This is an optimization exercise on Yosys and OpenROAD, whose aim is small area, not a production implementation. Only simulation tests tie the RTL to the original design; equivalence was not proved. Power figures rest on the tool's default switching activity, not on a simulated workload.

==> flow/design.v <==
module MIPS(
	input clk,
	input rst_n,
	input cpu_en,
	input [7:0] data_read,
	input ram_send,
	input ram_receive,
	output reg cpu_send,
	output reg cpu_receive,
	output reg cpu_ready,
	output reg [15:0] data_addr,
	output reg [7:0] data_store,
	output reg [1:0] mem_ctrl,
	output reg done
	);
	localparam IDLE = 3'b000, IF = 3'b001, ID = 3'b011, EX = 3'b111, MEM = 3'b110, WB = 3'b100;
	wire rst = ~(rst_n & cpu_en);
	reg [15:0] PC, IR, temp, rt, rsr;
	reg [2:0] state;
	reg lv;
	reg [1:0] cnt;
	reg delay_cnt, delay_en;
	wire s_idle = state == IDLE;
	wire s_if   = state == IF;
	wire s_id   = state == ID;
	wire s_ex   = state == EX;
	wire s_mem  = state == MEM;
	wire s_wb   = state == WB;
	wire [3:0] OP = IR[15:12];
	wire [2:0] funct = IR[2:0];
	wire [5:0] im = IR[5:0];
	wire rtype = OP == 4'b0000;
	wire is_lw = OP == 4'b1100;
	wire is_sw = OP == 4'b1101;
	wire is_br = OP[3:1] == 3'b111;
	wire is_j  = OP[3:1] == 3'b010;
	wire c0 = cnt == 2'd0;
	wire c1 = cnt == 2'd1;
	wire c2 = cnt == 2'd2;
	wire bus_rd = s_if | (s_mem & is_lw);
	wire bus_wr = s_mem & is_sw;
	wire rd_hs = cpu_receive & ram_send;
	wire rd_cap = bus_rd & ~c2 & ram_send & ~cpu_receive;
	wire wr_hs = cpu_send & ram_receive;
	reg [15:0] S0, S1, S2, S3, S4, S5, S6, S7;
	reg [2:0] q;
	reg [1:0] clr;
	wire rw_win = s_id | s_ex;
	wire [15:0] rs = rsr;
	wire is_jr = rtype & funct == 3'b111;
	wire ex1 = s_ex & ~lv;
	reg taken;
	wire mem1 = s_mem & ~lv;
	wire br_step = is_br & taken & ((s_mem & lv) | s_wb | (s_idle & ~lv));
	wire j_step1 = ex1 & is_j;
	wire j_step2 = is_j & ((s_ex & lv) | s_mem | (s_wb & ~lv)) & (q[1:0] == 2'd3);
	wire op_and = rtype ? funct == 3'b101 : OP[2:0] == 3'b010;
	wire op_or  = rtype ? funct == 3'b110 : OP[2:0] == 3'b011;
	wire op_slt = rtype & funct == 3'b100;
	wire op_zero = ~rtype & OP[2];
	wire a_pc = s_if | j_step1 | j_step2 | br_step;
	reg b_rt, sub;
	always @(posedge clk) begin
		b_rt <= ~rst & s_ex & lv & ((rtype & ~is_jr) | is_br);
		sub <= ~rst & s_ex & lv & (rtype ? (funct[2:1] == 2'b01 || funct == 3'b100) : (OP[3] & (OP[2:0] == 3'b001 || OP[2:1] == 2'b11)));
	end
	wire b_im = (mem1 & OP[3:2] == 2'b10) | (s_mem & (is_lw | is_sw)) | (br_step & lv);
	wire b_two = (s_if & c2) | j_step1 | j_step2;
	wire [15:0] alu_b0 = b_rt ? rt : {10'd0, im & {6{b_im}}};
	wire [15:0] alu_b = (sub ? ~alu_b0 : alu_b0) | {14'd0, b_two, 1'b0};
	wire [15:0] alu_a = a_pc ? PC : rs;
	wire [16:0] alu_sum;
	wire [16:0] alu_c;
	assign alu_c[0] = sub | (c1 & (s_if | s_mem)) | br_step;
	genvar gi;
	generate for (gi = 0; gi < 16; gi = gi + 1) begin : g_add
		assign alu_sum[gi] = alu_a[gi] ^ alu_b[gi] ^ alu_c[gi];
		assign alu_c[gi+1] = (alu_a[gi] & alu_b[gi]) | (alu_c[gi] & (alu_a[gi] ^ alu_b[gi]));
	end endgenerate
	assign alu_sum[16] = alu_c[16];
	wire eq = alu_sum[15:0] == 16'd0;
	wire s_and = op_and & ~op_zero;
	wire s_or = op_or & ~op_zero;
	wire s_slt = op_slt;
	wire s_sum = ~op_and & ~op_or & ~op_slt & ~op_zero;
	wire [15:0] alu_res = ({16{s_sum}} & alu_sum[15:0]) | ({16{s_and}} & rs & alu_b0) | ({16{s_or}} & (rs | alu_b0)) | {15'd0, s_slt & ~alu_sum[16]};
	wire ex_temp = (mem1 & (rtype ? ~is_jr : OP[3:2] == 2'b10)) | (ex1 & OP[3:1] == 3'b110);
	wire [7:0] cap_byte = s_if ? (cnt[0] ? IR[7:0] : IR[15:8]) : (cnt[0] ? temp[7:0] : temp[15:8]);
	wire cap_eq = cap_byte == data_read;
	wire [7:0] st_byte = cnt[0] ? rt[7:0] : rt[15:8];
	wire [7:0] dr = data_read & {8{~rst}};
	always @(posedge clk) begin
		cpu_ready <= ~rst & delay_en & ~delay_cnt;
		delay_cnt <= ~rst & delay_en;
	end
	always @(posedge clk) begin
		if (rw_win & IR[10:9] == q[1:0]) rsr <= (IR[11] ^ q[2]) ? S4 : S0;
		if (rw_win & IR[7:6] == q[1:0]) rt <= (IR[8] ^ q[2]) ? S4 : S0;
	end
	wire wb_we = (s_wb | s_idle) & (rtype | OP[3:2] == 2'b10 | is_lw);
	wire jal_we = j_step2 & OP[0];
	wire [2:0] wa = jal_we ? 3'd7 : rtype ? IR[5:3] : IR[8:6];
	wire zap = rst | (clr != 2'd0);
	wire w_any = (wb_we | jal_we) & wa[1:0] == q[1:0];
	wire w1 = zap | (w_any & ~(wa[2] ^ q[2]));
	wire w5 = zap | (w_any & (wa[2] ^ q[2]));
	wire [15:0] wd = (jal_we ? PC : temp) & {16{~zap}};
	always @(posedge clk) begin
		S0 <= S7;
		S1 <= w1 ? wd : S0;
		S2 <= S1;
		S3 <= S2;
		S4 <= S3;
		S5 <= w5 ? wd : S4;
		S6 <= S5;
		S7 <= S6;
		q <= rst ? 3'd0 : q - 3'd1;
		clr <= rst ? 2'd3 : clr - {1'b0, clr != 2'd0};
	end
	always @(posedge clk) begin
		if (rst | (rd_cap & s_if & ~cnt[0])) IR[15:8] <= dr;
		if (rst | (rd_cap & s_if & cnt[0])) IR[7:0] <= dr;
		if (rst | ex_temp | (rd_cap & ~s_if & ~cnt[0])) temp[15:8] <= ex_temp ? alu_res[15:8] & {8{~rst}} : dr;
		if (rst | ex_temp | (rd_cap & ~s_if & cnt[0])) temp[7:0] <= ex_temp ? alu_res[7:0] & {8{~rst}} : dr;
	end
	always @(posedge clk)
		if (mem1) taken <= eq ^ OP[0];
	wire pc_j = j_step1 | j_step2;
	wire pc_sh = br_step & ~lv;
	wire pc_en = (s_if & c2) | (mem1 & is_jr) | pc_j | br_step;
	wire [15:0] pc_d = pc_j ? {alu_sum[15:12], IR[11:0]} : pc_sh ? {alu_sum[14:0], 1'b0} : alu_sum[15:0];
	always @(posedge clk)
		if (rst | pc_en) PC <= pc_d & {16{~rst}};
	wire da_zero = rst | s_ex | (s_mem & ~is_lw & ~is_sw);
	always @(posedge clk)
		if (da_zero | ((bus_rd | bus_wr) & ~c2)) data_addr <= alu_sum[15:0] & {16{~da_zero}};
	always @(posedge clk) begin
		if (rst | (s_mem & ~is_lw & ~c2)) data_store <= st_byte & {8{is_sw & ~rst}};
	end
	always @(posedge clk) begin
		if (rst) begin
			{cpu_receive, cpu_send} <= 2'b00;
			lv <= 1'b0;
			state <= IDLE;
			delay_en <= 1'b0;
			done <= 1'b0;
			mem_ctrl <= 2'd0;
			cnt <= 2'd0;
		end else begin
			if (lv) state <= {state[1:0], ~state[2]};
			lv <= ~lv & (c2 | ~(bus_rd | bus_wr));
			if (~s_wb) cpu_send <= bus_wr & ~c2 & ~wr_hs & (data_store == st_byte);
			if (s_idle | bus_rd | bus_wr) cpu_receive <= rd_cap & cap_eq;
			if (bus_rd & ~c2) delay_en <= ~rd_hs;
			if (s_idle | bus_rd | s_mem) mem_ctrl <= {bus_rd & ~c2, bus_wr & ~c2};
			if (bus_rd | bus_wr) cnt <= c2 ? 2'd0 : cnt + {1'b0, bus_rd ? rd_hs : wr_hs};
			if (s_wb | s_idle) done <= s_wb;
		end
	end
endmodule
clock: 10.0 ns
lec_check: 0
cap_margin: 20
core_margin: 2
core_utilization: 40
cts_buf_list: sky130_fd_sc_hd__clkbuf_8
cts_cluster_diameter: 60
cts_cluster_size: 16
slew_margin: 20
run.sh (not shown) runs the stock make flow with config.mk's settings and CLKGATE_MAP_FILE= SYNTH_SCRIPT=/design/flow/synth_recipe.tcl, a recipe that flattens the netlist after the stock synthesis.
The baseline passed the timing, DRC and antenna checks.
Then changed:
==> flow/flow/run.sh (new file) <==
#!/bin/bash
# The standard layout (standard.sh: standard synthesis through finish),
# except that the port buffers are the platform's smallest buffer, buf_1.
# make's full output goes to standard.log; ORFS keeps each step's log under
# orfs/logs.
set -euo pipefail
export BUFFER_PORTS_ARGS="-buffer_cell sky130_fd_sc_hd__buf_1"
bash standard.sh > standard.log 2>&1
==> flow/standard.sh (new file) <==
#!/bin/bash
# synth_recipe.tcl (not shown) runs the flow's synth.tcl, then flattens the netlist and writes it again
# the make line also repeats each setting of config.mk as NAME=value (left out here)
make -C /OpenROAD-flow-scripts/flow DESIGN_CONFIG=/design/flow/config.mk WORK_HOME=/design/flow/orfs CLKGATE_MAP_FILE= SYNTH_SCRIPT=/design/flow/synth_recipe.tcl "${@:-finish}"
- CORE_UTILIZATION: 40 -> 65
removed: flow/run.sh
Result: Design area drops by a few percent. Global-route usage climbs by 15 points. Non-clock buffer count climbs by 7.
Then changed:
--- a/flow/flow/run.sh
+++ b/flow/flow/run.sh
@@ -3 +3,4 @@
-# except that the port buffers are the platform's smallest buffer, buf_1.
+# with two changes:
+#  - the port buffers are the platform's smallest buffer, buf_1;
+#  - clock tree synthesis uses clkbuf_8 with clusters of up to 16 sinks
+#    within 60 um, and inserts no dummy loads.
@@ -7,0 +11 @@
+export CTS_ARGS="-sink_clustering_enable -repair_clock_nets -buf_list sky130_fd_sc_hd__clkbuf_8 -sink_clustering_size 16 -sink_clustering_max_diameter 60 -dont_use_dummy_load"
- CTS_BUF_LIST: sky130_fd_sc_hd__clkbuf_8 -> unset
- CTS_CLUSTER_DIAMETER: 60 -> unset
- CTS_CLUSTER_SIZE: 16 -> unset
Effect:
- clock skew rises by 0.0096 ns
- cell count fell by 1.4%
- combinational power hardly moves
- area after synthesis stays the same
- fmax stays flat
- worst hold slack barely changes

## separate check: timing with driven ports
Ports are ideal in the flow. The routed layouts listed here were re-timed in OpenROAD. Step 1 (the two cells are an assumption about what drives the block):
set clk [get_ports {clk}]
set_driving_cell -lib_cell sky130_fd_sc_hd__clkbuf_16 $clk
set_driving_cell -lib_cell sky130_fd_sc_hd__buf_2 [delete_from_list [all_inputs] $clk]
Step 2 adds t to the input delays and takes it off the output delays; t is the mean of the earliest and latest rising clock arrival at the registers after step 1. Input paths then give back, and output paths get back, about the clock's delay inside the block. Slacks: ideal ports / drivers / drivers and shift; pairs: ideal ports / drivers.
run | shift t [ns] | slack for setup (ns) | cell pins on the clock port's net
the first run | 0.593 | 0.426 / 0.426 / 0.426 | 1
the second run | 0.564 | 0.302 / 0.302 / 0.302 | 1
the third run | 0.563 | 0.278 / 0.278 / 0.278 | 1
After both steps setup and hold are still met in every run listed.
